This design comes from an exercise in tuning for small area, a short achievable clock period and few clock cycles on the open sky130 flow, not from production work. In this exercise RTL edits were held to simulation tests only and were not proved equivalent to the original. Power is estimated from default activity; no workload was simulated.

==> flow/design.v (outline; a module is shown in full before it is edited, if it fits) <==
// module dot8: 777 lines
// module csa_fa: 4 lines
// module csa_ha: 4 lines
// module matrix_mult: 60 lines
module matrix_mult #(parameter DW = 8, m = 8, n = 8)(
    input clk,
    input reset,
    input [DW-1:0] data_in,
    input start,
    output [2*DW-1:0] data_out,
    output reg done
);
  // ...
==> flow/run.sh <==
#!/bin/bash
# synth_recipe.tcl (not shown) runs the flow's synth.tcl, then flattens the netlist and writes it again
# the make line also repeats each setting of config.mk as NAME=value (left out here)
make -C /OpenROAD-flow-scripts/flow DESIGN_CONFIG=/design/flow/config.mk WORK_HOME=/design/flow/orfs CLKGATE_MAP_FILE= SYNTH_SCRIPT=/design/flow/synth_recipe.tcl finish
==> flow/config.mk <==
export PLATFORM = sky130hd
export DESIGN_NAME = matrix_mult
export DESIGN_NICKNAME = matrix_mult
export VERILOG_FILES = /design/flow/design.v
export SDC_FILE = /design/flow/constraint.sdc
export NUM_CORES = 4
export LEC_CHECK = 0
export CAP_MARGIN = 20
export CORE_MARGIN = 2
export CORE_UTILIZATION = 40
export PLACE_DENSITY = 0.6
export SETUP_SLACK_MARGIN = 5
export SLEW_MARGIN = 20
export SYNTH_HIERARCHICAL = 1
export SYNTH_MINIMUM_KEEP_SIZE = 0
==> flow/constraint.sdc <==
create_clock -name core_clock -period 8.0 [get_ports {clk}]
set_input_delay 1.6000 -clock core_clock [delete_from_list [all_inputs] [get_ports {clk}]]
set_output_delay 1.6000 -clock core_clock [all_outputs]
set_load 0.01 [all_outputs]
==> impl_metrics.yaml, run 1 <==
outcome:
  status: "no timing/DRC/antenna violations"
final_layout:
  fin_cells: 4169
  utilization_pct: 47.0
  num-nonclk-buffers: 98
  layout-drive-gt1-share_pct: 14.7
  nMultiInputCombCells: 1234
  seq_cell_count: 1263
  nClkBuffers: 156
  largest_class: "sequential cells"
  multi_input_area_share_pct: 29.2
  clk_share_pct: 8.77
global_routing:
  top_usage_layer: "met2"
  grt_pass1_wl_um: 141000
  grt_use_total_pct: 19.0
detailed_routing:
  wl_met1_um: 43900
  route.met2.wl_um: 42900
  drtAntennaViolNets: 0
  totalWireLength_um: 95300
  num_vias: 19330
power_and_ir_drop:
  power_top_consumer: "sequential cells"
  p_leak_nw: 15.9
  p_switching_mw: 2.89
yosys:
  synth_area_sq_mm: 0.0402
  yosys_warnings: 10
  synth_top_area_share_pct: 59.6
  synth_fa_ha_area_share_pct: 24.3
  synth_top_family_by_area: "adder cells"
  synth-xor-area-share_pct: 0.696
  synth_ff_type: "dfxtp_1"
  synth_cell_types: 58
die:
  die_x_um: 321
sta:
  setup_ws_ns: 5.02
  period_needed_ns: 2.98
placed_design:
  hpwlAfterDp_um: 70400
  routabilityCongestion: 0.979
  preCtsSetupSlack_ns: 4.72
  port_buffers: 27
  dpl-instance-area_sq_mm: 0.0417
job:
  timing.max_cap.violations: 0
setup_path:
  timing.rr.start: "arow[10]"
  startpoint_type: "flip-flop"
clocking:
  tritoncts: "built"
  cts_buffer_depth: 3
Testbench counts, summed over its fixed seeds: cycles 6,056.
==> inputs of run 2 (changes only) <==
--- a/flow/config.mk
+++ b/flow/config.mk
@@ -7,8 +7,11 @@
 export LEC_CHECK = 0
 export CAP_MARGIN = 20
 export CORE_MARGIN = 2
-export CORE_UTILIZATION = 40
-export PLACE_DENSITY = 0.6
+export CORE_UTILIZATION = 65
+export CTS_BUF_LIST = sky130_fd_sc_hd__clkbuf_16
+export CTS_CLUSTER_DIAMETER = 80
+export CTS_CLUSTER_SIZE = 30
+export PLACE_DENSITY = 0.75
 export SETUP_SLACK_MARGIN = 5
 export SLEW_MARGIN = 20
 export SYNTH_HIERARCHICAL = 1
==> run 2 against run 1 <==
- clock skew up 0.029 ns
- critical path type unchanged
- wire length rose by 2.3%
- critical path depth shrank 1
- non-clock buffer count grew 13
- sequential share of layout area rose by 3.5 points
- hold slack worse by 0.0043 ns
- sequential power barely moved
- final cell count fell by 15%
- setup slack worse by 0.058 ns
==> impl_metrics.yaml, run 2 <==
final_layout:
  n_antenna_cell: 0
  layout-drive-gt1-share_pct: 11.9
  final_cell_mix: "dfxtp_1, nand2_1, fa_1, inv_1"
  final_common_cell: "dfxtp_1"
  area_delta_synth_final_pct: 9.78
  stdcell_area_sq_mm: 0.0442
  top_regs: "ar x512, bl x512, u_dot.st1 x114"
  fin_cells: 3540
  utilization_pct: 71.8
  nNetsFinal: 3233
power_and_ir_drop:
  p_leak_nw: 14.9
  internal_power_mw: 8.33
  seq_power_share_pct: 61.6
  pwr-share-comb_pct: 7.2
  sw_frac_of_total_pct: 23.6
  p_switching_mw: 2.58
  total_power_mw: 10.9
  power_density_mw_per_mm2: 247
  p_clk_share_pct: 31.2
  peakVddDrop_v: 0.000263
sta:
  hold_viol: 0
  fmax_ghz: 0.330
  report.final.slew_viol_count: 0
  period_share_pct: 37.9
  clock_skew_ns: 0.0603
  setup_tns_ns: 0
  max_slew_margin_pct: 27.6
  setup_viol: 0
  setup_ws_ns: 4.97
  rsz0062_at_grt: "yes"
  period_needed_ns: 3.03
  whs_ns: 0.294
  worstMarginPinSlew_ns: 1.08
placed_design:
  port_buffers: 27
  dpl-instance-area_sq_mm: 0.0411
  place_inst: 3376
  routabilityCongestion: 0.998
  preCtsSetupSlack_ns: 4.72
  hpwlAfterDp_um: 70000
setup_path:
  arrival_ns: 3.55
  reg2reg_depth: 5
  crit_fanout: 9
  crit_type: "reg2reg"
  worst_ep_required_time_ns: 8.51
  cp-end-kind: "flip-flop"
  timing.rr.start: "bl[8][3]"
  crit_top_cell: "fa_1"
  critical_path.startpoint: "bl[8][3]"
  critPathMaxStageDelay_ns: 0.68
  crit_slowest_cell: "fa_2"
  startpoint_type: "flip-flop"
  cp_cell_sequence: "nand2_1 > fa_1 > fa_2 > fa_1 > fa_1"
yosys:
  synth_area_sq_mm: 0.0402
  synthCells: 2679
  synth_top_area_share_pct: 59.6
  ys_async_sr_fraction_pct: 0
  synth_ff_type: "dfxtp_1"
  yosys_warnings: 10
  ys_seq_area_share_pct: 64.4
  synth-seq-cells: 1263
  ys_top_cells_by_area: "dfxtp_1, fa_1, edfxtp_1, nand2_1, mux2_2"
  synth_edf_count: 64
  synth_cell_types: 58
  yosys.cell_count.top_type: "dfxtp_1"
  yosys.area.top_type: "dfxtp_1"
  syn-num-nets: 3189
  synth_common_cells: "dfxtp_1, nand2_1, fa_1, clkbuf_1"
  syn_avg_cell_area_sq_um: 15.0
global_routing:
  grt_max_degree: 65
  antenna_found_initial: 4
  met3_usage_pct: 6.60
  grt_use_total_pct: 31.1
  grt_use_met1_pct: 42.7
  grt_pass1_wl_um: 140000
  top_usage_layer: "met2"
  grtUsageMet2_pct: 50.0
  gr-total-overflow: 0
  grt_pass1_vias: 20965
die:
  core-area_sq_mm: 0.0615
  die_h_um: 253
  io_pins: 28
  die_area_sq_mm: 0.0639
  initial_core_util_pct: 65.4
  die_x_um: 253
  fp-row-count: 91
job:
  timing.max_cap.violations: 0
hold_path:
  hp-class: "reg2reg"
  hold_path.startpoint: "bl[46][4]"
  whs_path_depth: 0
detailed_routing:
  drtAntennaViolNets: 0
  viasPerCell: 5.45
  num_vias: 19280
  wl_per_cell_um: 27.6
  totalWireLength_um: 97500
  drc: 0
  drt-initial-drc-count: 1851
  drtPass1Iterations: 5
clocking:
  cts_buffers: 55
  clk_pin_slew_ns: 0.11
  cts_buffer_depth: 3
  tritoncts: "built"
  cts_sinks: 1263
  cts_root_buf: "clkbuf_16"
  hold_buffers: 0
  insertion_delay_ns: 0.67
  htreeDepth: 2
outcome:
  status: "no timing/DRC/antenna violations"
-- run 2: cell counts after synthesis --
No cell type changed its count.
-- run 2: worst paths after layout --
| path | endpoint | slack, ns |
|---|---|---|
| worst max-delay path | u_dot.st1[52] | 4.97 |
| worst min-delay path | bl[47][4] | 0.29 |
| worst max register to register | u_dot.st1[52] | 4.97 |
| worst min register to register | bl[47][4] | 0.29 |
-- run 2: area by class of cell --
| class | count | area [sq um] |
|---|---|---|
| fillers | 3659 | 17300 |
| inverters | 58 | 218 |
| multi-input cells | 1234 | 13700 |
| repair buffers | 111 | 1410 |
| clock inverters | 28 | 419 |
| clock buffers | 56 | 1400 |
| flip-flops and latches | 1263 | 26000 |
| well taps | 790 | 988 |
-- run 2: power by group through the flow --
| stage | sequential, mW | clock, mW | combinational, mW |
|---|---|---|---|
| floorplan | 6.79 | 0 | 0.486 |
| global placement | 6.86 | 0 | 0.722 |
| detailed placement | 6.87 | 0 | 0.766 |
| CTS | 6.72 | 3.44 | 0.786 |
| global route | 6.74 | 3.66 | 0.896 |
| finish | 6.71 | 3.40 | 0.785 |
-- run 2: worst max-delay path, delay by kind of cell (launching register included) --
family | cells | cell delay (ns)
adders and majority gates | 4 | 2.23
DFF | 1 | 0.48
and+or+nand+nor | 1 | 0.16
-- run 2: cells by family (layout without fill, tap and decap cells) --
logic type	count (synthesis)	count (layout)	synth area share, %
and+or+nand+nor	578	578	5.81
adders and majority gates	499	499	24.3
xor gates and xnor gates	32	32	0.696
DFF	1263	1263	64.4
AOI/OAI and AO/OA	51	51	0.945
buffers and inverters	182	253	1.72
muxes	74	74	2.14
-- run 2: metal layers --
metal  vias up  share of wire, %
li1       8294                 -
met1      9989                42
met2       807                48
met3       190               7.1
met4         0               3.6
met5         -                 0
-- run 2: modules after synthesis (local to each module, per instance) --
module       times used  cells
matrix_mult           1   1251
csa_fa              468      1
dot8                  1    960
-- run 2: what timing repair did --
item                       in CTS  in global routing
setup endpoints to repair      82                 33
resized for setup              72                 45
buffers inserted               45                 35
pin swaps                       0                 17
cloned                          0                  0

==> what the ideal ports hide <==
Ports are ideal in the flow. The routed layouts listed here were re-timed in OpenROAD.
Step 1: set_driving_cell puts a clkbuf_16 on clk and a buf_2 on each other input, an assumption about the parent block.
Step 2 also shifts input and output timing later by t, the mid clock arrival at the registers, as if the neighbouring blocks saw the same clock.
a / b / c = ideal ports / drivers / drivers and shift; a / b = the first two.
| run | shift t [ns] | setup WS [ns] | hold slack, ns | worst register clock-pin slew, ns | pins driven straight from the clock port |
|---|---|---|---|---|---|
| run 1 | 0.744 | 5.024 / 5.024 / 4.845 | 0.298 / 0.298 / 0.298 | 0.07 / 0.07 | 1 |
| run 2 | 0.704 | 4.965 / 4.965 / 4.861 | 0.294 / 0.294 / 0.294 | 0.12 / 0.12 | 1 |
After both steps every run listed still meets setup and hold. For run 1, which loses most, drivers alone change the setup slack by 0.000 ns; drivers and shift together by -0.179 ns.
